This is an optimization exercise on Yosys and OpenROAD, whose aim is small area, not a production implementation.
Where RTL was checked, it was by simulation tests only, not by an equivalence proof against the original.
For run 2, only the layout was checked, not whether the RTL still works.

==> flow/design.v (outline; a module is shown in full before it is edited, if it fits) <==
// module FA: 4 lines
// module HA: 4 lines
// module AO22: 3 lines
// module MulRawFN: 2462 lines
module MulRawFN(
  input         clock,
  input         reset,
  input         io_a_isNaN,
  input         io_a_isInf,
  input         io_a_isZero,
  input  [8:0]  io_a_exp,
  input  [22:0] io_a_sig,
  input         io_b_isNaN,
  input         io_b_isInf,
  input         io_b_isZero,
  input  [8:0]  io_b_exp,
  input  [22:0] io_b_sig,
  output        io_invalidExc,
  output        io_rawOut_isNaN,
  output        io_rawOut_isInf,
  output        io_rawOut_isZero,
  output [8:0]  io_rawOut_exp,
  output [22:0] io_rawOut_sig
);
  // ...
==> flow/run.sh <==
#!/bin/bash
# synth_recipe.tcl (not shown) runs the flow's synth.tcl, then flattens the netlist and writes it again
# the make line also repeats each setting of config.mk as NAME=value (left out here)
make -C /OpenROAD-flow-scripts/flow DESIGN_CONFIG=/design/flow/config.mk WORK_HOME=/design/flow/orfs CLKGATE_MAP_FILE= SYNTH_SCRIPT=/design/flow/synth_recipe.tcl finish
==> flow/config.mk <==
export PLATFORM = sky130hd
export DESIGN_NAME = MulRawFN
export DESIGN_NICKNAME = MulRawFN
export VERILOG_FILES = /design/flow/design.v
export SDC_FILE = /design/flow/constraint.sdc
export NUM_CORES = 4
export LEC_CHECK = 0
export CAP_MARGIN = 20
export CORE_MARGIN = 2
export CORE_UTILIZATION = 40
export SLEW_MARGIN = 20
export SYNTH_HIERARCHICAL = 1
export SYNTH_MINIMUM_KEEP_SIZE = 0
==> flow/constraint.sdc <==
create_clock -name core_clock -period 8.5 [get_ports {clock}]
set_input_delay 1.7000 -clock core_clock [delete_from_list [all_inputs] [get_ports {clock}]]
set_output_delay 1.7000 -clock core_clock [all_outputs]
set_load 0.01 [all_outputs]
==> flow_summary.ini, run 1 <==
[status]
status = finished clean

[critical_path]
start_kind = primary input
max_stage_delay_ns = 0.54
slowest_stage = fa_1
arrival_ns = 8.32
crit_type = primary input to flop
path_depth = 24

[detailed_routing]
wl_per_cell_um = 22.3
wl_met1_um = 23600
final_antenna_net_count = 0
vias = 13589
vias_per_cell = 5.80

[timing]
worstMarginPinSlew_ns = 1.04
setup_viol = 0
fmax_mhz = 122
drv_slew = 0
post-route-min-period_ns = 8.17

[grt]
grt_usage = 0.257
grt_pass1_wl_um = 82100
gr-total-overflow = 0
grt.busiest_layer = met2

[floorplanning]
die_area_um2 = 41200
core.rowCount = 72

[clocking]
htreeDepth = 2
cts_hold_buf = 0

[yosys]
synth_compound_area_frac = 0.216
dominantRegCellSynth = dfxtp_1
ys_async_sr_fraction = 0
yosysSeqAreaShare = 0.0506
synth_most_common_cell = xor2_1
synthMuxAreaShare = 0.00340

[layout]
clockBufferCount = 5
inverters = 107
n_all_buffers = 277
multi_input_area_share = 0.766
nMultiInputCombCells = 1394
antenna_cells = 0
==> run 2, diff against run 1 <==
--- a/flow/design.v
+++ b/flow/design.v
@@ -1205,19 +1205,19 @@
   wire s1160;
   wire c1161;
   wire s1162;
   wire c1163;
   wire s1164;
   wire c1165;
   wire s1166;
   wire c1167;
-  wire [47:0] R0, R1, P;
+  wire [47:0] R0, R1;
   wire [47:0] gen, prp;
-  wire [47:0] C;
+  wire [47:0] P;
   wire G1168;
   wire G1169;
   wire P1170;
   wire G1171;
   wire P1172;
   wire G1173;
   wire P1174;
   wire G1175;
@@ -1230,46 +1230,47 @@
   wire P1182;
   wire G1183;
   wire P1184;
   wire G1185;
   wire P1186;
   wire G1187;
   wire P1188;
   wire G1189;
-  wire P1190;
-  wire G1191;
-  wire P1192;
-  wire G1193;
-  wire P1194;
-  wire G1195;
-  wire P1196;
-  wire G1197;
-  wire P1198;
+  wire G1190;
+  wire P1191;
+  wire G1192;
+  wire P1193;
+  wire G1194;
+  wire P1195;
+  wire G1196;
+  wire P1197;
+  wire G1198;
   wire G1199;
   wire P1200;
   wire G1201;
-  wire P1202;
+  wire G1202;
   wire G1203;
-  wire P1204;
+  wire G1204;
   wire G1205;
-  wire P1206;
+  wire G1206;
   wire G1207;
-  wire P1208;
+  wire G1208;
   wire G1209;
-  wire P1210;
+  wire G1210;
   wire G1211;
-  wire P1212;
+  wire G1212;
   wire G1213;
-  wire P1214;
+  wire G1214;
   wire G1215;
   wire G1216;
-  wire P1217;
+  wire G1217;
   wire G1218;
-  wire P1219;
+  wire [21:0] orA;
+  wire G1219;
   wire G1220;
   wire P1221;
   wire G1222;
   wire P1223;
   wire G1224;
   wire P1225;
   wire G1226;
   wire P1227;
@@ -1279,37 +1280,37 @@
   wire P1231;
   wire G1232;
   wire P1233;
   wire G1234;
   wire P1235;
   wire G1236;
   wire P1237;
   wire G1238;
-  wire G1239;
-  wire P1240;
-  wire G1241;
-  wire P1242;
-  wire G1243;
-  wire P1244;
+  wire P1239;
+  wire G1240;
+  wire P1241;
+  wire G1242;
+  wire P1243;
+  wire G1244;
   wire G1245;
   wire P1246;
   wire G1247;
   wire P1248;
   wire G1249;
-  wire G1250;
-  wire P1251;
-  wire G1252;
-  wire P1253;
-  wire G1254;
+  wire P1250;
+  wire G1251;
+  wire P1252;
+  wire G1253;
+  wire P1254;
   wire G1255;
   wire G1256;
-  wire G1257;
+  wire P1257;
   wire G1258;
-  wire G1259;
+  wire P1259;
   wire G1260;
   wire G1261;
   wire G1262;
   wire G1263;
   wire G1264;
   wire G1265;
   wire G1266;
   wire G1267;
@@ -1323,30 +1324,17 @@
   wire G1275;
   wire G1276;
   wire G1277;
   wire G1278;
   wire G1279;
   wire G1280;
   wire G1281;
   wire G1282;
-  wire G1283;
-  wire G1284;
-  wire G1285;
-  wire G1286;
-  wire G1287;
-  wire G1288;
-  wire G1289;
-  wire G1290;
-  wire G1291;
-  wire G1292;
-  wire G1293;
-  wire G1294;
-  wire G1295;
-  wire G1296;
+  wire [47:0] C;
   assign neg0 = B[1];
   assign one0 = B[0] ^ 1'b0;
   assign two0 = (B[1] & ~B[0] & ~1'b0) | (~B[1] & B[0] & 1'b0);
   assign pp1 = (one0 & A[0]) ^ neg0;
   AO22 u_ao0_1 (.a1(one0), .b1(A[1]), .a2(two0), .b2(A[0]), .y(m3));
   assign pp2 = m3 ^ neg0;
   AO22 u_ao0_2 (.a1(one0), .b1(A[2]), .a2(two0), .b2(A[1]), .y(m5));
   assign pp4 = m5 ^ neg0;
@@ -2280,194 +2268,253 @@
   assign G1181 = gen[15] | (prp[15] & gen[14]);
   assign P1182 = prp[15] & prp[14];
   assign G1183 = gen[17] | (prp[17] & gen[16]);
   assign P1184 = prp[17] & prp[16];
   assign G1185 = gen[19] | (prp[19] & gen[18]);
   assign P1186 = prp[19] & prp[18];
   assign G1187 = gen[21] | (prp[21] & gen[20]);
   assign P1188 = prp[21] & prp[20];
-  assign G1189 = gen[23] | (prp[23] & gen[22]);
-  assign P1190 = prp[23] & prp[22];
-  assign G1191 = gen[25] | (prp[25] & gen[24]);
-  assign P1192 = prp[25] & prp[24];
-  assign G1193 = gen[27] | (prp[27] & gen[26]);
-  assign P1194 = prp[27] & prp[26];
-  assign G1195 = gen[29] | (prp[29] & gen[28]);
-  assign P1196 = prp[29] & prp[28];
-  assign G1197 = gen[31] | (prp[31] & gen[30]);
-  assign P1198 = prp[31] & prp[30];
-  assign G1199 = gen[33] | (prp[33] & gen[32]);
-  assign P1200 = prp[33] & prp[32];
-  assign G1201 = gen[35] | (prp[35] & gen[34]);
-  assign P1202 = prp[35] & prp[34];
-  assign G1203 = gen[37] | (prp[37] & gen[36]);
-  assign P1204 = prp[37] & prp[36];
-  assign G1205 = gen[39] | (prp[39] & gen[38]);
-  assign P1206 = prp[39] & prp[38];
-  assign G1207 = gen[41] | (prp[41] & gen[40]);
-  assign P1208 = prp[41] & prp[40];
-  assign G1209 = gen[43] | (prp[43] & gen[42]);
-  assign P1210 = prp[43] & prp[42];
-  assign G1211 = gen[45] | (prp[45] & gen[44]);
-  assign P1212 = prp[45] & prp[44];
-  assign G1213 = gen[47] | (prp[47] & gen[46]);
-  assign P1214 = prp[47] & prp[46];
-  assign G1215 = G1169 | (P1170 & G1168);
-  assign G1216 = G1173 | (P1174 & G1171);
-  assign P1217 = P1174 & P1172;
-  assign G1218 = G1177 | (P1178 & G1175);
-  assign P1219 = P1178 & P1176;
-  assign G1220 = G1181 | (P1182 & G1179);
-  assign P1221 = P1182 & P1180;
-  assign G1222 = G1185 | (P1186 & G1183);
-  assign P1223 = P1186 & P1184;
-  assign G1224 = G1189 | (P1190 & G1187);
-  assign P1225 = P1190 & P1188;
-  assign G1226 = G1193 | (P1194 & G1191);
-  assign P1227 = P1194 & P1192;
-  assign G1228 = G1197 | (P1198 & G1195);
-  assign P1229 = P1198 & P1196;
-  assign G1230 = G1201 | (P1202 & G1199);
-  assign P1231 = P1202 & P1200;
-  assign G1232 = G1205 | (P1206 & G1203);
-  assign P1233 = P1206 & P1204;
-  assign G1234 = G1209 | (P1210 & G1207);
-  assign P1235 = P1210 & P1208;
-  assign G1236 = G1213 | (P1214 & G1211);
-  assign P1237 = P1214 & P1212;
-  assign G1238 = G1216 | (P1217 & G1215);
-  assign G1239 = G1220 | (P1221 & G1218);
-  assign P1240 = P1221 & P1219;
-  assign G1241 = G1224 | (P1225 & G1222);
-  assign P1242 = P1225 & P1223;
-  assign G1243 = G1228 | (P1229 & G1226);
-  assign P1244 = P1229 & P1227;
-  assign G1245 = G1232 | (P1233 & G1230);
-  assign P1246 = P1233 & P1231;
-  assign G1247 = G1236 | (P1237 & G1234);
-  assign P1248 = P1237 & P1235;
-  assign G1249 = G1239 | (P1240 & G1238);
-  assign G1250 = G1243 | (P1244 & G1241);
-  assign P1251 = P1244 & P1242;
-  assign G1252 = G1247 | (P1248 & G1245);
-  assign P1253 = P1248 & P1246;
-  assign G1254 = G1250 | (P1251 & G1249);
-  assign G1255 = G1252 | (P1253 & G1254);
-  assign G1256 = G1241 | (P1242 & G1249);
-  assign G1257 = G1245 | (P1246 & G1254);
-  assign G1258 = G1218 | (P1219 & G1238);
-  assign G1259 = G1222 | (P1223 & G1249);
-  assign G1260 = G1226 | (P1227 & G1256);
-  assign G1261 = G1230 | (P1231 & G1254);
-  assign G1262 = G1234 | (P1235 & G1257);
-  assign G1263 = G1171 | (P1172 & G1215);
-  assign G1264 = G1175 | (P1176 & G1238);
-  assign G1265 = G1179 | (P1180 & G1258);
-  assign G1266 = G1183 | (P1184 & G1249);
-  assign G1267 = G1187 | (P1188 & G1259);
-  assign G1268 = G1191 | (P1192 & G1256);
-  assign G1269 = G1195 | (P1196 & G1260);
-  assign G1270 = G1199 | (P1200 & G1254);
-  assign G1271 = G1203 | (P1204 & G1261);
-  assign G1272 = G1207 | (P1208 & G1257);
-  assign G1273 = G1211 | (P1212 & G1262);
-  assign G1274 = gen[2] | (prp[2] & G1168);
-  assign G1275 = gen[4] | (prp[4] & G1215);
-  assign G1276 = gen[6] | (prp[6] & G1263);
-  assign G1277 = gen[8] | (prp[8] & G1238);
-  assign G1278 = gen[10] | (prp[10] & G1264);
-  assign G1279 = gen[12] | (prp[12] & G1258);
-  assign G1280 = gen[14] | (prp[14] & G1265);
-  assign G1281 = gen[16] | (prp[16] & G1249);
-  assign G1282 = gen[18] | (prp[18] & G1266);
-  assign G1283 = gen[20] | (prp[20] & G1259);
-  assign G1284 = gen[22] | (prp[22] & G1267);
-  assign G1285 = gen[24] | (prp[24] & G1256);
-  assign G1286 = gen[26] | (prp[26] & G1268);
-  assign G1287 = gen[28] | (prp[28] & G1260);
-  assign G1288 = gen[30] | (prp[30] & G1269);
-  assign G1289 = gen[32] | (prp[32] & G1254);
-  assign G1290 = gen[34] | (prp[34] & G1270);
-  assign G1291 = gen[36] | (prp[36] & G1261);
-  assign G1292 = gen[38] | (prp[38] & G1271);
-  assign G1293 = gen[40] | (prp[40] & G1257);
-  assign G1294 = gen[42] | (prp[42] & G1272);
-  assign G1295 = gen[44] | (prp[44] & G1262);
-  assign G1296 = gen[46] | (prp[46] & G1273);
-  assign C[0] = 1'b0;
-  assign C[1] = gen[0];
-  assign C[2] = G1168;
-  assign C[3] = G1274;
-  assign C[4] = G1215;
-  assign C[5] = G1275;
-  assign C[6] = G1263;
-  assign C[7] = G1276;
-  assign C[8] = G1238;
-  assign C[9] = G1277;
-  assign C[10] = G1264;
-  assign C[11] = G1278;
-  assign C[12] = G1258;
-  assign C[13] = G1279;
-  assign C[14] = G1265;
-  assign C[15] = G1280;
-  assign C[16] = G1249;
-  assign C[17] = G1281;
-  assign C[18] = G1266;
-  assign C[19] = G1282;
-  assign C[20] = G1259;
-  assign C[21] = G1283;
-  assign C[22] = G1267;
-  assign C[23] = G1284;
-  assign C[24] = G1256;
-  assign C[25] = G1285;
-  assign C[26] = G1268;
-  assign C[27] = G1286;
-  assign C[28] = G1260;
-  assign C[29] = G1287;
-  assign C[30] = G1269;
-  assign C[31] = G1288;
-  assign C[32] = G1254;
-  assign C[33] = G1289;
-  assign C[34] = G1270;
-  assign C[35] = G1290;
-  assign C[36] = G1261;
-  assign C[37] = G1291;
-  assign C[38] = G1271;
-  assign C[39] = G1292;
-  assign C[40] = G1257;
-  assign C[41] = G1293;
-  assign C[42] = G1272;
-  assign C[43] = G1294;
-  assign C[44] = G1262;
-  assign C[45] = G1295;
-  assign C[46] = G1273;
-  assign C[47] = G1296;
-  assign P = prp ^ C;
+  assign G1189 = G1169 | (P1170 & G1168);
+  assign G1190 = G1173 | (P1174 & G1171);
+  assign P1191 = P1174 & P1172;
+  assign G1192 = G1177 | (P1178 & G1175);
+  assign P1193 = P1178 & P1176;
+  assign G1194 = G1181 | (P1182 & G1179);
+  assign P1195 = P1182 & P1180;
+  assign G1196 = G1185 | (P1186 & G1183);
+  assign P1197 = P1186 & P1184;
+  assign G1198 = G1190 | (P1191 & G1189);
+  assign G1199 = G1194 | (P1195 & G1192);
+  assign P1200 = P1195 & P1193;
+  assign G1201 = G1199 | (P1200 & G1198);
+  assign G1202 = G1192 | (P1193 & G1198);
+  assign G1203 = G1196 | (P1197 & G1201);
+  assign G1204 = G1171 | (P1172 & G1189);
+  assign G1205 = G1175 | (P1176 & G1198);
+  assign G1206 = G1179 | (P1180 & G1202);
+  assign G1207 = G1183 | (P1184 & G1201);
+  assign G1208 = G1187 | (P1188 & G1203);
+  assign G1209 = gen[2] | (prp[2] & G1168);
+  assign G1210 = gen[4] | (prp[4] & G1189);
+  assign G1211 = gen[6] | (prp[6] & G1204);
+  assign G1212 = gen[8] | (prp[8] & G1198);
+  assign G1213 = gen[10] | (prp[10] & G1205);
+  assign G1214 = gen[12] | (prp[12] & G1202);
+  assign G1215 = gen[14] | (prp[14] & G1206);
+  assign G1216 = gen[16] | (prp[16] & G1201);
+  assign G1217 = gen[18] | (prp[18] & G1207);
+  assign G1218 = gen[20] | (prp[20] & G1203);
+  assign orA[0] = A[0];
+  assign orA[1] = orA[0] | A[1];
+  assign orA[2] = orA[1] | A[2];
+  assign orA[3] = orA[2] | A[3];
+  assign orA[4] = orA[3] | A[4];
+  assign orA[5] = orA[4] | A[5];
+  assign orA[6] = orA[5] | A[6];
+  assign orA[7] = orA[6] | A[7];
+  assign orA[8] = orA[7] | A[8];
+  assign orA[9] = orA[8] | A[9];
+  assign orA[10] = orA[9] | A[10];
+  assign orA[11] = orA[10] | A[11];
+  assign orA[12] = orA[11] | A[12];
+  assign orA[13] = orA[12] | A[13];
+  assign orA[14] = orA[13] | A[14];
+  assign orA[15] = orA[14] | A[15];
+  assign orA[16] = orA[15] | A[16];
+  assign orA[17] = orA[16] | A[17];
+  assign orA[18] = orA[17] | A[18];
+  assign orA[19] = orA[18] | A[19];
+  assign orA[20] = orA[19] | A[20];
+  assign orA[21] = orA[20] | A[21];
+  wire stickyLo = (B[0] & orA[21]) | (B[1] & orA[20]) | (B[2] & orA[19]) | (B[3] & orA[18]) | (B[4] & orA[17]) | (B[5] & orA[16]) | (B[6] & orA[15]) | (B[7] & orA[14]) | (B[8] & orA[13]) | (B[9] & orA[12]) | (B[10] & orA[11]) | (B[11] & orA[10]) | (B[12] & orA[9]) | (B[13] & orA[8]) | (B[14] & orA[7]) | (B[15] & orA[6]) | (B[16] & orA[5]) | (B[17] & orA[4]) | (B[18] & orA[3]) | (B[19] & orA[2]) | (B[20] & orA[1]) | (B[21] & orA[0]);
+  assign P[21:0] = 22'b0;
+  assign G1219 = gen[22] | (prp[22] & G1208);
+  assign G1220 = gen[24] | (prp[24] & gen[23]);
+  assign P1221 = prp[24] & prp[23];
+  assign G1222 = gen[26] | (prp[26] & gen[25]);
+  assign P1223 = prp[26] & prp[25];
+  assign G1224 = gen[28] | (prp[28] & gen[27]);
+  assign P1225 = prp[28] & prp[27];
+  assign G1226 = gen[30] | (prp[30] & gen[29]);
+  assign P1227 = prp[30] & prp[29];
+  assign G1228 = gen[32] | (prp[32] & gen[31]);
+  assign P1229 = prp[32] & prp[31];
+  assign G1230 = gen[34] | (prp[34] & gen[33]);
+  assign P1231 = prp[34] & prp[33];
+  assign G1232 = gen[36] | (prp[36] & gen[35]);
+  assign P1233 = prp[36] & prp[35];
+  assign G1234 = gen[38] | (prp[38] & gen[37]);
+  assign P1235 = prp[38] & prp[37];
+  assign G1236 = gen[40] | (prp[40] & gen[39]);
+  assign P1237 = prp[40] & prp[39];
+  assign G1238 = gen[42] | (prp[42] & gen[41]);
+  assign P1239 = prp[42] & prp[41];
+  assign G1240 = gen[44] | (prp[44] & gen[43]);
+  assign P1241 = prp[44] & prp[43];
+  assign G1242 = gen[46] | (prp[46] & gen[45]);
+  assign P1243 = prp[46] & prp[45];
+  assign G1244 = G1220 | (P1221 & G1219);
+  assign G1245 = G1224 | (P1225 & G1222);
+  assign P1246 = P1225 & P1223;
+  assign G1247 = G1228 | (P1229 & G1226);
+  assign P1248 = P1229 & P1227;
+  assign G1249 = G1232 | (P1233 & G1230);
+  assign P1250 = P1233 & P1231;
+  assign G1251 = G1236 | (P1237 & G1234);
+  assign P1252 = P1237 & P1235;
+  assign G1253 = G1240 | (P1241 & G1238);
+  assign P1254 = P1241 & P1239;
+  assign G1255 = G1245 | (P1246 & G1244);
+  assign G1256 = G1249 | (P1250 & G1247);
+  assign P1257 = P1250 & P1248;
+  assign G1258 = G1253 | (P1254 & G1251);
+  assign P1259 = P1254 & P1252;
+  assign G1260 = G1256 | (P1257 & G1255);
+  assign G1261 = G1258 | (P1259 & G1260);
+  assign G1262 = G1247 | (P1248 & G1255);
+  assign G1263 = G1251 | (P1252 & G1260);
+  assign G1264 = G1222 | (P1223 & G1244);
+  assign G1265 = G1226 | (P1227 & G1255);
+  assign G1266 = G1230 | (P1231 & G1262);
+  assign G1267 = G1234 | (P1235 & G1260);
+  assign G1268 = G1238 | (P1239 & G1263);
+  assign G1269 = G1242 | (P1243 & G1261);
+  assign G1270 = gen[23] | (prp[23] & G1219);
+  assign G1271 = gen[25] | (prp[25] & G1244);
+  assign G1272 = gen[27] | (prp[27] & G1264);
+  assign G1273 = gen[29] | (prp[29] & G1255);
+  assign G1274 = gen[31] | (prp[31] & G1265);
+  assign G1275 = gen[33] | (prp[33] & G1262);
+  assign G1276 = gen[35] | (prp[35] & G1266);
+  assign G1277 = gen[37] | (prp[37] & G1260);
+  assign G1278 = gen[39] | (prp[39] & G1267);
+  assign G1279 = gen[41] | (prp[41] & G1263);
+  assign G1280 = gen[43] | (prp[43] & G1268);
+  assign G1281 = gen[45] | (prp[45] & G1261);
+  assign G1282 = gen[47] | (prp[47] & G1269);
+  assign C[22] = G1208;
+  assign C[23] = G1219;
+  assign C[24] = G1270;
+  assign C[25] = G1244;
+  assign C[26] = G1271;
+  assign C[27] = G1264;
+  assign C[28] = G1272;
+  assign C[29] = G1255;
+  assign C[30] = G1273;
+  assign C[31] = G1265;
+  assign C[32] = G1274;
+  assign C[33] = G1262;
+  assign C[34] = G1275;
+  assign C[35] = G1266;
+  assign C[36] = G1276;
+  assign C[37] = G1260;
+  assign C[38] = G1277;
+  assign C[39] = G1267;
+  assign C[40] = G1278;
+  assign C[41] = G1263;
+  assign C[42] = G1279;
+  assign C[43] = G1268;
+  assign C[44] = G1280;
+  assign C[45] = G1261;
+  assign C[46] = G1281;
+  assign C[47] = G1269;
+  assign P[47:22] = prp[47:22] ^ C[47:22];
   wire sNaN_a = io_a_isNaN & ~io_a_isInf & ~io_a_isZero & (io_a_exp == 9'h1ff) & ~io_a_sig[22] & (io_a_sig[21:0] != 22'h0);
   wire sNaN_b = io_b_isNaN & ~io_b_isInf & ~io_b_isZero & (io_b_exp == 9'h1ff) & ~io_b_sig[22] & (io_b_sig[21:0] != 22'h0);
+  wire isZero = io_a_isZero | io_b_isZero;
   reg        invalidExc_reg, isNaN_reg, isInf_reg, isZero_reg;
   reg [8:0]  exp_reg;
   reg [25:0] prodHi_reg;
   reg        stickyLo_reg;
   always @(posedge clock) begin
     invalidExc_reg <= sNaN_a | sNaN_b | (io_a_isInf & io_b_isZero) | (io_a_isZero & io_b_isInf);
     isNaN_reg <= io_a_isNaN | io_b_isNaN;
     isInf_reg <= io_a_isInf | io_b_isInf;
-    isZero_reg <= io_a_isZero | io_b_isZero;
-    exp_reg <= io_a_exp + io_b_exp + 9'h101;
+    isZero_reg <= isZero;
+    exp_reg <= isZero ? 9'h0 : io_a_exp + io_b_exp + 9'h101;
     prodHi_reg <= P[47:22];
-    stickyLo_reg <= |P[21:0];
+    stickyLo_reg <= stickyLo;
   end
   wire top = prodHi_reg[25];
-  wire [22:0] preF = top ? prodHi_reg[24:2] : prodHi_reg[23:1];
-  wire gb   = top ? prodHi_reg[1] : prodHi_reg[0];
-  wire rest = top ? (prodHi_reg[0] | stickyLo_reg) : stickyLo_reg;
+  wire sT = top & ~isZero_reg;
+  wire sN = ~top & ~isZero_reg;
+  wire [22:0] preF;
+  wire gb;
+  wire [23:0] c;
+  wire [22:0] F;
+  AO22 u_mx0 (.a1(sT), .b1(prodHi_reg[2]), .a2(sN), .b2(prodHi_reg[1]), .y(preF[0]));
+  AO22 u_mx1 (.a1(sT), .b1(prodHi_reg[3]), .a2(sN), .b2(prodHi_reg[2]), .y(preF[1]));
+  AO22 u_mx2 (.a1(sT), .b1(prodHi_reg[4]), .a2(sN), .b2(prodHi_reg[3]), .y(preF[2]));
+  AO22 u_mx3 (.a1(sT), .b1(prodHi_reg[5]), .a2(sN), .b2(prodHi_reg[4]), .y(preF[3]));
+  AO22 u_mx4 (.a1(sT), .b1(prodHi_reg[6]), .a2(sN), .b2(prodHi_reg[5]), .y(preF[4]));
+  AO22 u_mx5 (.a1(sT), .b1(prodHi_reg[7]), .a2(sN), .b2(prodHi_reg[6]), .y(preF[5]));
+  AO22 u_mx6 (.a1(sT), .b1(prodHi_reg[8]), .a2(sN), .b2(prodHi_reg[7]), .y(preF[6]));
+  AO22 u_mx7 (.a1(sT), .b1(prodHi_reg[9]), .a2(sN), .b2(prodHi_reg[8]), .y(preF[7]));
+  AO22 u_mx8 (.a1(sT), .b1(prodHi_reg[10]), .a2(sN), .b2(prodHi_reg[9]), .y(preF[8]));
+  AO22 u_mx9 (.a1(sT), .b1(prodHi_reg[11]), .a2(sN), .b2(prodHi_reg[10]), .y(preF[9]));
+  AO22 u_mx10 (.a1(sT), .b1(prodHi_reg[12]), .a2(sN), .b2(prodHi_reg[11]), .y(preF[10]));
+  AO22 u_mx11 (.a1(sT), .b1(prodHi_reg[13]), .a2(sN), .b2(prodHi_reg[12]), .y(preF[11]));
+  AO22 u_mx12 (.a1(sT), .b1(prodHi_reg[14]), .a2(sN), .b2(prodHi_reg[13]), .y(preF[12]));
+  AO22 u_mx13 (.a1(sT), .b1(prodHi_reg[15]), .a2(sN), .b2(prodHi_reg[14]), .y(preF[13]));
+  AO22 u_mx14 (.a1(sT), .b1(prodHi_reg[16]), .a2(sN), .b2(prodHi_reg[15]), .y(preF[14]));
+  AO22 u_mx15 (.a1(sT), .b1(prodHi_reg[17]), .a2(sN), .b2(prodHi_reg[16]), .y(preF[15]));
+  AO22 u_mx16 (.a1(sT), .b1(prodHi_reg[18]), .a2(sN), .b2(prodHi_reg[17]), .y(preF[16]));
+  AO22 u_mx17 (.a1(sT), .b1(prodHi_reg[19]), .a2(sN), .b2(prodHi_reg[18]), .y(preF[17]));
+  AO22 u_mx18 (.a1(sT), .b1(prodHi_reg[20]), .a2(sN), .b2(prodHi_reg[19]), .y(preF[18]));
+  AO22 u_mx19 (.a1(sT), .b1(prodHi_reg[21]), .a2(sN), .b2(prodHi_reg[20]), .y(preF[19]));
+  AO22 u_mx20 (.a1(sT), .b1(prodHi_reg[22]), .a2(sN), .b2(prodHi_reg[21]), .y(preF[20]));
+  AO22 u_mx21 (.a1(sT), .b1(prodHi_reg[23]), .a2(sN), .b2(prodHi_reg[22]), .y(preF[21]));
+  AO22 u_mx22 (.a1(sT), .b1(prodHi_reg[24]), .a2(sN), .b2(prodHi_reg[23]), .y(preF[22]));
+  AO22 u_mxg (.a1(sT), .b1(prodHi_reg[1]), .a2(sN), .b2(prodHi_reg[0]), .y(gb));
+  wire rest = (top & prodHi_reg[0]) | stickyLo_reg;
   wire roundUp = gb & (rest | preF[0]);
-  wire [23:0] F = {1'b0, preF} + {23'h0, roundUp};
-  wire [8:0] E = exp_reg + {8'h0, top | F[23]};
+  wire cb0 = roundUp;
+  HA u_inc0 (.a(preF[0]), .b(cb0), .s(F[0]), .co(c[1]));
+  HA u_inc1 (.a(preF[1]), .b(c[1]), .s(F[1]), .co(c[2]));
+  HA u_inc2 (.a(preF[2]), .b(c[2]), .s(F[2]), .co(c[3]));
+  HA u_inc3 (.a(preF[3]), .b(c[3]), .s(F[3]), .co(c[4]));
+  HA u_inc4 (.a(preF[4]), .b(c[4]), .s(F[4]), .co(c[5]));
+  assign F[5] = preF[5] ^ c[5];
+  wire ao0 = preF[0] & preF[1] & preF[2] & preF[3] & preF[4] & preF[5];
+  wire cb1 = (cb0 & ao0);
+  HA u_inc6 (.a(preF[6]), .b(cb1), .s(F[6]), .co(c[7]));
+  HA u_inc7 (.a(preF[7]), .b(c[7]), .s(F[7]), .co(c[8]));
+  HA u_inc8 (.a(preF[8]), .b(c[8]), .s(F[8]), .co(c[9]));
+  HA u_inc9 (.a(preF[9]), .b(c[9]), .s(F[9]), .co(c[10]));
+  HA u_inc10 (.a(preF[10]), .b(c[10]), .s(F[10]), .co(c[11]));
+  assign F[11] = preF[11] ^ c[11];
+  wire ao1 = preF[6] & preF[7] & preF[8] & preF[9] & preF[10] & preF[11];
+  wire cb2 = (cb1 & ao1);
+  HA u_inc12 (.a(preF[12]), .b(cb2), .s(F[12]), .co(c[13]));
+  HA u_inc13 (.a(preF[13]), .b(c[13]), .s(F[13]), .co(c[14]));
+  HA u_inc14 (.a(preF[14]), .b(c[14]), .s(F[14]), .co(c[15]));
+  HA u_inc15 (.a(preF[15]), .b(c[15]), .s(F[15]), .co(c[16]));
+  HA u_inc16 (.a(preF[16]), .b(c[16]), .s(F[16]), .co(c[17]));
+  assign F[17] = preF[17] ^ c[17];
+  wire ao2 = preF[12] & preF[13] & preF[14] & preF[15] & preF[16] & preF[17];
+  wire cb3 = (cb2 & ao2);
+  HA u_inc18 (.a(preF[18]), .b(cb3), .s(F[18]), .co(c[19]));
+  HA u_inc19 (.a(preF[19]), .b(c[19]), .s(F[19]), .co(c[20]));
+  HA u_inc20 (.a(preF[20]), .b(c[20]), .s(F[20]), .co(c[21]));
+  HA u_inc21 (.a(preF[21]), .b(c[21]), .s(F[21]), .co(c[22]));
+  assign F[22] = preF[22] ^ c[22];
+  wire ao3 = preF[18] & preF[19] & preF[20] & preF[21] & preF[22];
+  wire inc = sT | (cb3 & ao3);
+  wire [9:0] ce;
+  wire [8:0] E;
+  assign ce[0] = inc;
+  HA u_einc0 (.a(exp_reg[0]), .b(ce[0]), .s(E[0]), .co(ce[1]));
+  HA u_einc1 (.a(exp_reg[1]), .b(ce[1]), .s(E[1]), .co(ce[2]));
+  HA u_einc2 (.a(exp_reg[2]), .b(ce[2]), .s(E[2]), .co(ce[3]));
+  HA u_einc3 (.a(exp_reg[3]), .b(ce[3]), .s(E[3]), .co(ce[4]));
+  HA u_einc4 (.a(exp_reg[4]), .b(ce[4]), .s(E[4]), .co(ce[5]));
+  HA u_einc5 (.a(exp_reg[5]), .b(ce[5]), .s(E[5]), .co(ce[6]));
+  HA u_einc6 (.a(exp_reg[6]), .b(ce[6]), .s(E[6]), .co(ce[7]));
+  HA u_einc7 (.a(exp_reg[7]), .b(ce[7]), .s(E[7]), .co(ce[8]));
+  assign E[8] = exp_reg[8] ^ ce[8];
   assign io_invalidExc = invalidExc_reg;
   assign io_rawOut_isNaN = isNaN_reg;
   assign io_rawOut_isInf = isInf_reg;
   assign io_rawOut_isZero = isZero_reg;
-  assign io_rawOut_exp = isZero_reg ? 9'h0 : E;
-  assign io_rawOut_sig = isZero_reg ? 23'h0 : F[22:0];
+  assign io_rawOut_exp = E;
+  assign io_rawOut_sig = F;
 endmodule
==> run 2 against run 1 <==
  * Area after synthesis decreased by 5.8%
  * Non-clock buffer count increased by 48
  * Via count decreased by 4.7%
==> flow_summary.ini, run 2 <==
[clocking]
numCtsBuffers = 5
htreeDepth = 2
cts_hold_buf = 0
path_clk_slew_ns = 0.06
clock-sinks = 40
clk_path_buf_depth = 2
cts_tree = built
cts_root_buf = clkbuf_16

[yosys]
ys_types = 48
dominantRegCellSynth = dfxtp_1
synth_area_um2 = 14900
synth_most_common_cell = a22o_1
netlist_top_cells_area = fa_1, a22o_1, xor2_1, ha_1, dfxtp_1
synth_top_cell_by_area = fa_1
postSynthCellCount = 1426
synth_seq_cells = 40
avgSynthCellArea_um2 = 10.5
synth-edff-count = 0
yosys_warnings = 7
synth.top_cell.area_share = 0.357
syn_nets = 1895
synth_common_cells = a22o_1, xor2_1, fa_1
ys_async_sr_fraction = 0
yosysSeqAreaShare = 0.0537

[detailed_routing]
vias = 12946
wirelength_um = 52200
drtPass1Iterations = 7
drc = 0
drt_iter0_markers = 1072
wl_per_cell_um = 24.0
vias_per_cell = 5.95
final_antenna_net_count = 0

[timing]
rsz0062_at_grt = true
finalCritPeriodShare = 0.977
setup_viol = 0
post-route-min-period_ns = 8.31
maxSlewHeadroom = 0.520
setup_tns_ns = 0
fmax_mhz = 120
drv_slew = 0
hold_violations = 0
fin_hold_ws_ns = 2.01
setup_ws_ns = 0.195
worstMarginPinSlew_ns = 0.717

[layout]
most-common-layout-cells = a22o_1, fa_1, xor2_1
area_growth_pct = 26.4
postLayoutCoreUtil = 0.514
largest_reg_flops = 26
drive_above_1_share = 0.196
layout_commonest_cell = a22o_1
fin_nets = 2175

[floorplanning]
die_w_um = 197
initial_utilization = 0.406
core.rowCount = 70
fp.dieH_um = 197
pin_count = 108
core_area_um2 = 36700
die_area_um2 = 38800

[worst_hold_path]
min_path_type = primary input to flop

[critical_path]
crit_required_ns = 8.68
crit_type = primary input to flop
arrival_ns = 8.48
end_kind = flop
crit_fanout = 4
start_kind = primary input

[flow_run]
cap_violations = 0

[place]
routabilityCongestion = 0.952
numPortBuffers = 106
dp_hpwl_um = 42000
dp_slack_ns = -1.12

[grt]
grt_usage = 0.273
grt_max_degree = 28
grt_pass1_wl_um = 80300
antenna_found_initial = 2
grt_pass1_vias = 13713
gr-total-overflow = 0

[status]
status = finished clean
run 2: path summary, 6_finish.rpt:
| path | start | endpoint | slack, ns | cells after the start |
|---|---|---|---|---|
| min | io_b_isNaN | isNaN_reg | 2.01 | 2 |
| max | io_b_sig[16] | prodHi_reg[24] | 0.19 | 26 |
run 2: routing by layer:
metal	global-route usage	vias to the layer above	part of all wire
li1	-	5680	-
met5	0	-	0.00025
met4	0.0983	2	0.039
met1	0.359	6584	0.41
met3	0.0709	113	0.089
met2	0.434	567	0.46
run 2: layout make-up:
class | instances | area, µm²
clock buffer | 6 | 129
fill | 3311 | 17800
multi-input combinational | 1259 | 14200
sequential | 40 | 801
inverter | 75 | 282
clock inverter | 2 | 35.0
timing repair buffer | 325 | 2830
tap | 468 | 586
antenna | 1 | 2.50
run 2: metrics by stage:
| stage | cell area, µm² | instances |
|---|---|---|
| 6_report | 18800 | 2176 |
| 5_1_grt | 18800 | 2176 |
| 4_1_cts | 18600 | 2169 |
| 3_5_place_dp | 18100 | 2154 |
| 3_3_place_gp | 18100 | 2154 |
| 2_1_floorplan | 15100 | 1426 |
run 2: Yosys stat by module, one instance, submodules excluded:
| module | copies in the design | cells inside | cell area [µm²] |
|---|---|---|---|
| MulRawFN | 1 | 827 | 6610 |
| FA | 252 | 1 | 20.0 |
| HA | 59 | 1 | 12.5 |
| AO22 | 288 | 1 | 8.76 |
run 2: critical path, stage by stage:
cell	delay, ns
clkdlybuf4s50_1	0.53
nand2b_1	0.24
o21ai_2	0.20
a22o_1	0.17
xor2_1	0.20
fa_1	0.48
fa_2	0.36
fa_1	0.58
fa_1	0.44
ha_2	0.22
ha_4	0.27
ha_4	0.20
nand4_1	0.14
nor3_2	0.07
a2111oi_2	0.35
buf_4	0.18
o21bai_4	0.10
fa_2	0.36
a211oi_2	0.22
o21a_1	0.22
o32ai_4	0.14
buf_6	0.15
o211ai_1	0.27
a31oi_2	0.17
fa_2	0.36
xor2_1	0.14
run 2: logic make-up (layout without fill, tap and decap cells):
group	count (synthesis)	in the layout	synth area share
buffers and inverters	127	408	0.0320
XOR/XNOR	288	288	0.169
multiplexers	2	2	0.00134
flip-flops	40	40	0.0537
AND/OR/NAND/NOR	161	161	0.0549
adder cells (fa/ha/maj)	397	397	0.467
AO/OA/AOI/OAI	411	411	0.222
other	0	1	0
run 2: repair_timing:
item | in CTS | in global routing
resized for setup | 75 | 55
setup buffers | 9 | 6
pin swaps | 32 | 39
endpoints found under the setup margin | 22 | 18

==> port drivers added, routing unchanged <==
In the flow no input, the clock included, has a driving cell. The finished layouts below were timed again as built, in two steps. Step 1 (the two cells are an assumption about what drives the block):
set clk [get_ports {clock}]
set_driving_cell -lib_cell sky130_fd_sc_hd__clkbuf_16 $clk
set_driving_cell -lib_cell sky130_fd_sc_hd__buf_2 [delete_from_list [all_inputs] $clk]
Step 2 also shifts input and output timing later by t, the mid clock arrival at the registers, as if the neighbouring blocks saw the same clock. Three values: ideal ports, drivers, drivers and shift; two values: the first two.
run | t (ns) | setup WS [ns] | slew at the worst register clock pin (ns)
run 1 | 0.317 | 0.330 / 0.342 / 0.025 | 0.06 / 0.06
run 2 | 0.317 | 0.195 / 0.199 / -0.118 | 0.06 / 0.06
With both steps, setup timing fails in run 2, where it was met with ideal ports. The setup slack of run 2, which loses most, moves by +0.004 ns with the drivers and by -0.313 ns with both steps.
